Context: an optimization exercise on an open-source flow, tuned for small area, a short achievable clock period and few clock cycles. The choices shown serve that exercise and are no tape-out recipe. Where RTL was checked, it was by simulation tests only, not by an equivalence proof against the original. The flow treats the clock pin as an ideal source. Dropping or thinning the clock tree relies on that and would not hold on a real chip. Power and IR drop assume default switching activity.

// lcd_ctrl
module lcd_ctrl(clk, reset, datain, cmd, cmd_valid, dataout, output_valid, busy);
input           clk;
input           reset;
input   [7:0]   datain;
input   [2:0]   cmd;
input           cmd_valid;
output reg [7:0]   dataout;
output reg         output_valid;
output reg         busy;
localparam REFLASH     = 3'd0;
localparam LOAD_DATA   = 3'd1;
localparam SHIFT_RIGHT = 3'd2;
localparam SHIFT_LEFT  = 3'd3;
localparam SHIFT_UP    = 3'd4;
localparam SHIFT_DOWN  = 3'd5;
reg [7:0] ring [0:35];
reg       loading;       
reg [1:0] wa;            
reg [1:0] wb1, wb0;      
reg [1:0] row, col;      
reg       active;        
reg [1:0] jr, jc;        
reg [1:0] ra, rb;        
reg       pend;          
reg       lpend;         
reg       rdy;           
wire accept  = cmd_valid & rdy;
wire is_load = accept & (cmd == LOAD_DATA);
function [1:0] g(input [1:0] v);        
    g = v ^ (v >> 1);
endfunction
function [1:0] inc4(input [1:0] x);      
    inc4 = {x[0], ~x[1]};
endfunction
function [1:0] dec4(input [1:0] x);      
    dec4 = {~x[0], x[1]};
endfunction
function [1:0] inc3(input [1:0] x);      
    inc3 = {x[0], ~(x[1] | x[0])};
endfunction
function [1:0] dec3(input [1:0] x);      
    dec3 = {~(x[1] | x[0]), x[1]};
endfunction
wire mv_r = accept & (cmd != LOAD_DATA);
wire mr = mv_r & (cmd == SHIFT_RIGHT) & (col != g(2'd3));
wire ml = mv_r & (cmd == SHIFT_LEFT)  & (col != g(2'd0));
wire mu = mv_r & (cmd == SHIFT_UP)    & (row != g(2'd0));
wire md = mv_r & (cmd == SHIFT_DOWN)  & (row != g(2'd3));
wire mv_n = mu | md;      
wire m0   = ~(mr | ml | mu | md);
wire       b0z = (wb0 == 2'd0);
wire [1:0] wb1_dec = dec3(wb1);
wire [1:0] wb1_inc = inc3(wb1);
wire [1:0] na  = ({2{m0}} & dec4(wa)) | ({2{mr}} & wa) |
                 ({2{ml}} & ~wa) | ({2{mv_n}} & inc4(wa));
wire [1:0] nb0 = ({2{mr}} & wb0) | ({2{ml}} & inc3(wb0)) |
                 ({2{~(mr | ml)}} & dec3(wb0));
wire [1:0] nb1 = ({2{m0}} & (b0z ? wb1_dec : wb1)) |
                 ({2{mr}} & wb1) |
  ...
Settings: LEC_CHECK=0, ABC_CLOCK_PERIOD_IN_PS=2000, CAP_MARGIN=20, CORE_MARGIN=2, CORE_UTILIZATION=60, CTS_CLUSTER_DIAMETER=100, CTS_CLUSTER_SIZE=30, SETUP_SLACK_MARGIN=2.5, SLEW_MARGIN=20; clock period 4.5 ns.
standard.sh (not shown) runs the stock make flow with config.mk's settings and CLKGATE_MAP_FILE= SYNTH_SCRIPT=/design/flow/synth_recipe.tcl, a recipe that flattens the netlist after the stock synthesis.
==> flow/flow/run.sh <==
#!/bin/bash
# The standard layout (the standard.sh: standard synthesis, floorplan,
# placement, CTS, routing), with two settings changed:
#  - port buffers are buf_2 cells instead of the default delay-buffer choice;
#  - CTS clusters sinks 30 at a time within 100 um and adds no dummy loads.
# All of standard.sh's output goes to standard.log in this folder.
set -euo pipefail
export BUFFER_PORTS_ARGS="-buffer_cell sky130_fd_sc_hd__buf_2"
export CTS_ARGS="-sink_clustering_enable -repair_clock_nets -sink_clustering_size 30 -sink_clustering_max_diameter 100 -dont_use_dummy_load"
bash standard.sh > standard.log 2>&1
Edit:
==> flow/flow/run.sh (replaced) <==
#!/bin/bash
# The standard layout (the standard.sh: standard synthesis, floorplan,
# placement, CTS, routing), with these changes:
#  - port buffers are buf_2 cells instead of the default delay-buffer choice;
#  - CTS clusters sinks 30 at a time within 100 um and adds no dummy loads;
#  - after CTS, the middle level of the clock tree is removed, so the root
#    clock buffer drives the leaf clock buffers directly (flatten_clock.tcl).
# Each tool's output goes to its own log in this folder.
set -euo pipefail
export BUFFER_PORTS_ARGS="-buffer_cell sky130_fd_sc_hd__buf_2"
export CTS_ARGS="-sink_clustering_enable -repair_clock_nets -sink_clustering_size 30 -sink_clustering_max_diameter 100 -dont_use_dummy_load"
bash standard.sh cts > standard_cts.log 2>&1
CTS_ODB=$PWD/orfs/results/sky130hd/lcd_ctrl/base/4_cts.odb \
  openroad -no_init -exit flow/flatten_clock.tcl > flatten_clock.log 2>&1
bash standard.sh > standard.log 2>&1
==> flow/flow/flatten_clock.tcl (new file) <==
# Remove the middle level of the clock tree that CTS built: every clock
# buffer that is driven by the root clock buffer (the one the clock port
# drives) and drives only clock buffers is taken out, and its loads are
# driven by the root buffer directly.  All registers stay at the same depth
# (port -> root buffer -> leaf buffer -> register), so the tree stays
# balanced; it only gets one stage shorter.
read_db $::env(CTS_ODB)
set block [ord::get_db_block]
proc is_clkbuf {inst} {
  return [string match "sky130_fd_sc_hd__clkbuf_*" [[$inst getMaster] getName]]
}
set removed 0
foreach inst [$block getInsts] {
  if {![is_clkbuf $inst]} { continue }
  set a [$inst findITerm A]
  set x [$inst findITerm X]
  set in [$a getNet]
  set out [$x getNet]
  if {$in == "NULL" || $out == "NULL"} { continue }
  set drv ""
  foreach it [$in getITerms] {
    if {[$it isOutputSignal]} { set drv [$it getInst] }
  }
  if {$drv == "" || ![is_clkbuf $drv]} { continue }
  set dnet [[$drv findITerm A] getNet]
  if {$dnet == "NULL" || [llength [$dnet getBTerms]] == 0} { continue }
  set ok 1
  foreach it [$out getITerms] {
    if {$it != $x && ![is_clkbuf [$it getInst]]} { set ok 0 }
  }
  if {!$ok} { continue }
  puts "bypass [$inst getName]: loads of [$out getName] move to [$in getName]"
  foreach it [$out getITerms] {
    if {$it != $x} {
      $it disconnect
      $it connect $in
    }
  }
  $a disconnect
  $x disconnect
  odb::dbInst_destroy $inst
  odb::dbNet_destroy $out
  incr removed
}
puts "removed $removed clock buffers"
write_db $::env(CTS_ODB)
Settings changed: SETUP_SLACK_MARGIN 2.5 to 2.7.
Power rises slightly.
First-iteration DRC count goes down by a quarter to a third.
Clock-buffer cell count falls by 2.
Sequential cell count is unchanged.
Final area rises by a few percent.
Via count goes up slightly.
Die area stays the same.
Setup slack improved by 0.042 ns.
No functional check of the RTL was part of any run of this note.

========
## oak
Another version of the RTL of lcd_ctrl (not shown whole).
Size: about 700 cells after synthesis, about 320 flip-flops, roughly 24 I/O pins, ~9000 um^2 of cells after synthesis.
Design lcd_ctrl, start of the top module:
module lcd_ctrl(clk, reset, datain, cmd, cmd_valid, dataout, output_valid, busy);
clock: 4.5 ns
lec_check: 0
cap_margin: 20
core_margin: 2
core_utilization: 60
cts_buf_list: sky130_fd_sc_hd__clkbuf_4 sky130_fd_sc_hd__clkbuf_8
slew_margin: 20
run.sh (not shown) runs the stock make flow with config.mk's settings and CLKGATE_MAP_FILE= SYNTH_SCRIPT=/design/flow/synth_recipe.tcl, a recipe that flattens the netlist after the stock synthesis.
Stock flow here: none of the scripts above is used.
Testbench counts of oak, summed over its fixed seeds: cycles 148,278.
#### Input delta (pine over oak)
- setting CTS_CLUSTER_SIZE to 30 for the first time
- removing CTS_BUF_LIST (formerly sky130_fd_sc_hd__clkbuf_4 sky130_fd_sc_hd__clkbuf_8)
- setting ABC_CLOCK_PERIOD_IN_PS to 2000 for the first time
- setting SETUP_SLACK_MARGIN to 2.5 for the first time
- setting CTS_CLUSTER_DIAMETER to 100 for the first time
Notes after the runs:
The run showing the smaller post-layout minimum cycle time is pine.
For the share of cell area taken by flip-flops and latches, pine came in 0.52 points lower than oak did.
The overall power reported for pine is smaller than that of oak by 2.0%.
Between oak and pine, relative area change from synthesis to final layout is lower for oak, pine comes in above that.
The design area reported for pine is greater than that of oak by about 1.3%.
Relative to oak, maximum fanout encountered on the critical timing path decreased by 11 in pine.
Relative to oak, number of global-route vias before repair decreased by 110 in pine.
Wire length per cell after detailed routing, oak and pine, lower one = oak.
The run showing the greater multi-input gate area in the final layout is pine.
The inputs of birch differ from those of pine as listed below.
- clearing SETUP_SLACK_MARGIN, which used to be 2.5
- clearing ABC_CLOCK_PERIOD_IN_PS, which used to be 2000
- swapping 60 for 40 in CORE_UTILIZATION
- clearing CTS_CLUSTER_DIAMETER, which used to be 100
- clearing CTS_CLUSTER_SIZE, which used to be 30
==> notes.md <==
Utilization (birch over pine): decrease, 24 points. Of birch and pine, the run reporting the higher cell count was birch. On fraction of standard cell area in multi-input logic: birch sits below pine. Going from pine to birch, actual transition at the worst max-transition pin went up; initial cell density of the core went down; total combinational power went down. [compare] base=pine new=birch: die area moved up; hold slack moved down; wire length of the first global-routing pass moved down.

========
## run D
Another version of the RTL of lcd_ctrl (not shown whole).
Size in the first run: about 670 cells after synthesis, about 24 I/O pins, ~8300 um^2 of cells after synthesis.
make LEC_CHECK=0 ABC_AREA=1 CAP_MARGIN=20 CORE_MARGIN=2 CORE_UTILIZATION=60 CTS_CLUSTER_DIAMETER=100 CTS_CLUSTER_SIZE=30 SETUP_SLACK_MARGIN=2.5 SLEW_MARGIN=20 finish   # period 4.5 ns
Per the final summary, run D finished and its layout is clean on timing, DRC and antenna.
Testbench counts of run D, summed over its fixed seeds: cycles 148,278.
The inputs of run B differ from those of run D as listed below.
- removing ABC_AREA (formerly 1)
- setting ABC_CLOCK_PERIOD_IN_PS to 2000 for the first time
## What came out
Run D reached the final stage; the timing, DRC and antenna checks on its layout passed. Every stage of the flow completed for run B, and the final layout passed the timing, DRC and antenna checks. The final reports for run B and run D show number of non-filler instances in the completed layout lower in the former. Between run B and run D, the setup-violating endpoint count in the final report figures differ only marginally. Combinational power share up 2.9 points in run B wrt run D. Critical path's slowest cell: sky130_fd_sc_hd__fa_1 -> run B, sky130_fd_sc_hd__fa_2 -> run D. The lower inverter count of the layout excluding clock inverters came out of run B. Going from run D to run B, share of the cycle needed by the critical path after routing up 14 points, xor/xnor share of the synthesized area flat, die area flat.

========
## run 1
Another version of the RTL of lcd_ctrl (not shown whole).
Size: ~590 cells after synthesis, about 330 flip-flops.
clock: 4.5 ns
lec_check: 0
abc_clock_period_in_ps: 2000
cap_margin: 20
core_margin: 2
core_utilization: 60
cts_cluster_diameter: 100
cts_cluster_size: 30
setup_slack_margin: 2.5
slew_margin: 20
Run 1 closes out successfully: all stages finished, all timing, DRC and antenna checks passed.
Testbench counts of run 1, summed over its fixed seeds: cycles 148,278.
[inputs] run 2 vs run 1
==> flow/flow/run.sh (new file) <==
#!/bin/bash
# The standard layout (the standard.sh: standard synthesis, floorplan,
# placement, CTS, routing), with two settings changed:
#  - port buffers are buf_2 cells instead of the default delay-buffer choice;
#  - CTS clusters sinks 30 at a time within 100 um and adds no dummy loads.
# All of standard.sh's output goes to standard.log in this folder.
set -euo pipefail
export BUFFER_PORTS_ARGS="-buffer_cell sky130_fd_sc_hd__buf_2"
export CTS_ARGS="-sink_clustering_enable -repair_clock_nets -sink_clustering_size 30 -sink_clustering_max_diameter 100 -dont_use_dummy_load"
bash standard.sh > standard.log 2>&1
==> flow/standard.sh (new file) <==
#!/bin/bash
# synth_recipe.tcl (not shown) runs the flow's synth.tcl, then flattens the netlist and writes it again
# the make line also repeats each setting of config.mk as NAME=value (left out here)
make -C /OpenROAD-flow-scripts/flow DESIGN_CONFIG=/design/flow/config.mk WORK_HOME=/design/flow/orfs CLKGATE_MAP_FILE= SYNTH_SCRIPT=/design/flow/synth_recipe.tcl "${@:-finish}"
--- a/flow/config.mk
+++ b/flow/config.mk
@@ -12,4 +12,4 @@
 export CTS_CLUSTER_DIAMETER = 100
 export CTS_CLUSTER_SIZE = 30
-export SETUP_SLACK_MARGIN = 2.5
+export SETUP_SLACK_MARGIN = 2.65
 export SLEW_MARGIN = 20
removed: flow/run.sh
[summary]
- Final standard cell area without fillers across run 2 and run 1: no real change.
- Run 2 ended up with dfrtp_1 as its slowest library cell on the worst path; run 1 ended up with dfxtp_2.
- Compared with run 1, in run 2 number of global-route vias before repair now sits lower, non-filler instance count after layout flat.
Edits applied to the flow inputs when going from run 2 to run 3:
==> flow/flow/run.sh <==
#!/bin/bash
# The standard layout (the standard.sh: standard synthesis, floorplan,
# placement, CTS, routing), with these changes:
#  - port buffers are buf_2 cells instead of the default delay-buffer choice;
#  - CTS clusters sinks 30 at a time within 100 um and adds no dummy loads;
#  - after CTS, the middle level of the clock tree is removed, so the root
#    clock buffer drives the leaf clock buffers directly (flatten_clock.tcl).
# Each tool's output goes to its own log in this folder.
set -euo pipefail
export BUFFER_PORTS_ARGS="-buffer_cell sky130_fd_sc_hd__buf_2"
export CTS_ARGS="-sink_clustering_enable -repair_clock_nets -sink_clustering_size 30 -sink_clustering_max_diameter 100 -dont_use_dummy_load"
bash standard.sh cts > standard_cts.log 2>&1
CTS_ODB=$PWD/orfs/results/sky130hd/lcd_ctrl/base/4_cts.odb \
  openroad -no_init -exit flow/flatten_clock.tcl > flatten_clock.log 2>&1
bash standard.sh > standard.log 2>&1
==> flow/flow/flatten_clock.tcl (new file) <==
# Remove the middle level of the clock tree that CTS built: every clock
# buffer that is driven by the root clock buffer (the one the clock port
# drives) and drives only clock buffers is taken out, and its loads are
# driven by the root buffer directly.  All registers stay at the same depth
# (port -> root buffer -> leaf buffer -> register), so the tree stays
# balanced; it only gets one stage shorter.
read_db $::env(CTS_ODB)
set block [ord::get_db_block]
proc is_clkbuf {inst} {
  return [string match "sky130_fd_sc_hd__clkbuf_*" [[$inst getMaster] getName]]
}
set removed 0
foreach inst [$block getInsts] {
  if {![is_clkbuf $inst]} { continue }
  set a [$inst findITerm A]
  set x [$inst findITerm X]
  set in [$a getNet]
  set out [$x getNet]
  if {$in == "NULL" || $out == "NULL"} { continue }
  set drv ""
  foreach it [$in getITerms] {
    if {[$it isOutputSignal]} { set drv [$it getInst] }
  }
  if {$drv == "" || ![is_clkbuf $drv]} { continue }
  set dnet [[$drv findITerm A] getNet]
  if {$dnet == "NULL" || [llength [$dnet getBTerms]] == 0} { continue }
  set ok 1
  foreach it [$out getITerms] {
    if {$it != $x && ![is_clkbuf [$it getInst]]} { set ok 0 }
  }
  if {!$ok} { continue }
  puts "bypass [$inst getName]: loads of [$out getName] move to [$in getName]"
  foreach it [$out getITerms] {
    if {$it != $x} {
      $it disconnect
      $it connect $in
    }
  }
  $a disconnect
  $x disconnect
  odb::dbInst_destroy $inst
  odb::dbNet_destroy $out
  incr removed
}
puts "removed $removed clock buffers"
write_db $::env(CTS_ODB)
--- a/flow/config.mk
+++ b/flow/config.mk
@@ -12,4 +12,4 @@
 export CTS_CLUSTER_DIAMETER = 100
 export CTS_CLUSTER_SIZE = 30
-export SETUP_SLACK_MARGIN = 2.65
+export SETUP_SLACK_MARGIN = 2.5
 export SLEW_MARGIN = 20
## What came out
Run 3 finished all stages; the layout is clean. NOTE: part of the power in registers in run 3 exceeds that of run 2. Run 2 has a higher total routed wire length on the met1 layer than run 3. Run 2 -> run 3: synthesized area delta 0, exact match. Startpoint of the most critical setup path: busy -> run 2, wb0[0] -> run 3. The smallest hold slack of run 2 and that of run 3 are within noise of each other. Comparing highest net fanout along the worst path for run 3 and run 2, the smaller number came from run 2. Worst-case clock skew across run 3 and run 2: no real change.
Setup changes, run 3 to run 4
==> flow/flow/run.sh <==
#!/bin/bash
# The standard layout (the standard.sh: standard synthesis, floorplan,
# placement, CTS, routing), with two settings changed:
#  - port buffers are buf_2 cells instead of the default delay-buffer choice;
#  - CTS clusters sinks 30 at a time within 100 um and adds no dummy loads.
# All of standard.sh's output goes to standard.log in this folder.
set -euo pipefail
export BUFFER_PORTS_ARGS="-buffer_cell sky130_fd_sc_hd__buf_2"
export CTS_ARGS="-sink_clustering_enable -repair_clock_nets -sink_clustering_size 30 -sink_clustering_max_diameter 100 -dont_use_dummy_load"
bash standard.sh > standard.log 2>&1
removed: flow/flow/flatten_clock.tcl
Results
Relative to run 3, maximum frequency from static timing analysis decreased by about 2% in run 4.
Relative to run 3, required time at the worst-slack endpoint decreased by 1250 ps in run 4.
The transition time of the tightest slew-check pin was comparable across run 3 and run 4.
Of run 3 and run 4, the lower routed via count belongs to run 3.
On portion of total power attributed to combinational logic: run 4 sits below run 3.
Between run 3 and run 4, the wire length does not differ in any meaningful way.

static timing again, ports no longer ideal:
Ports are ideal in the flow. The routed layouts listed here were re-timed in OpenROAD. Step 1, drivers: a clkbuf_16 drives clk and a buf_2 each remaining input, both assumed. Step 2 times the ports against the registers' clock, not the clock port: input delays grow and output delays shrink by t, the midpoint of the rising clock arrivals with the driver on. Slacks: ideal / step 1 / step 2; pairs: ideal / step 1.
run	t (ns)	slack for setup (ns)	slew at the worst register clock pin (ns)	pins driven straight from the clock port
the first run of note 1	0.508	2.538 / 2.548 / 2.040	0.11 / 0.11	1
the second run of note 1	0.459	2.581 / 2.569 / 2.110	0.11 / 0.11	1
oak	0.571	1.587 / 1.587 / 1.587	0.07 / 0.07	1
pine	0.522	2.278 / 2.278 / 2.172	0.11 / 0.11	1
birch	0.576	1.543 / 1.543 / 1.543	0.07 / 0.07	1
run D	0.519	0.926 / 0.926 / 0.926	0.11 / 0.11	1
run B	0.517	0.309 / 0.309 / 0.309	0.11 / 0.11	1
run 1	0.518	2.561 / 2.519 / 2.188	0.11 / 0.11	1
run 2	0.497	2.593 / 2.554 / 2.629	0.11 / 0.11	1
run 3	0.444	2.615 / 2.590 / 2.615	0.11 / 0.11	1
run 4	0.497	2.578 / 2.540 / 2.613	0.11 / 0.11	1
After both steps setup and hold are still met in every run listed. The setup slack of the first run of note 1, which loses most, moves by +0.010 ns with the drivers and by -0.498 ns with both steps.
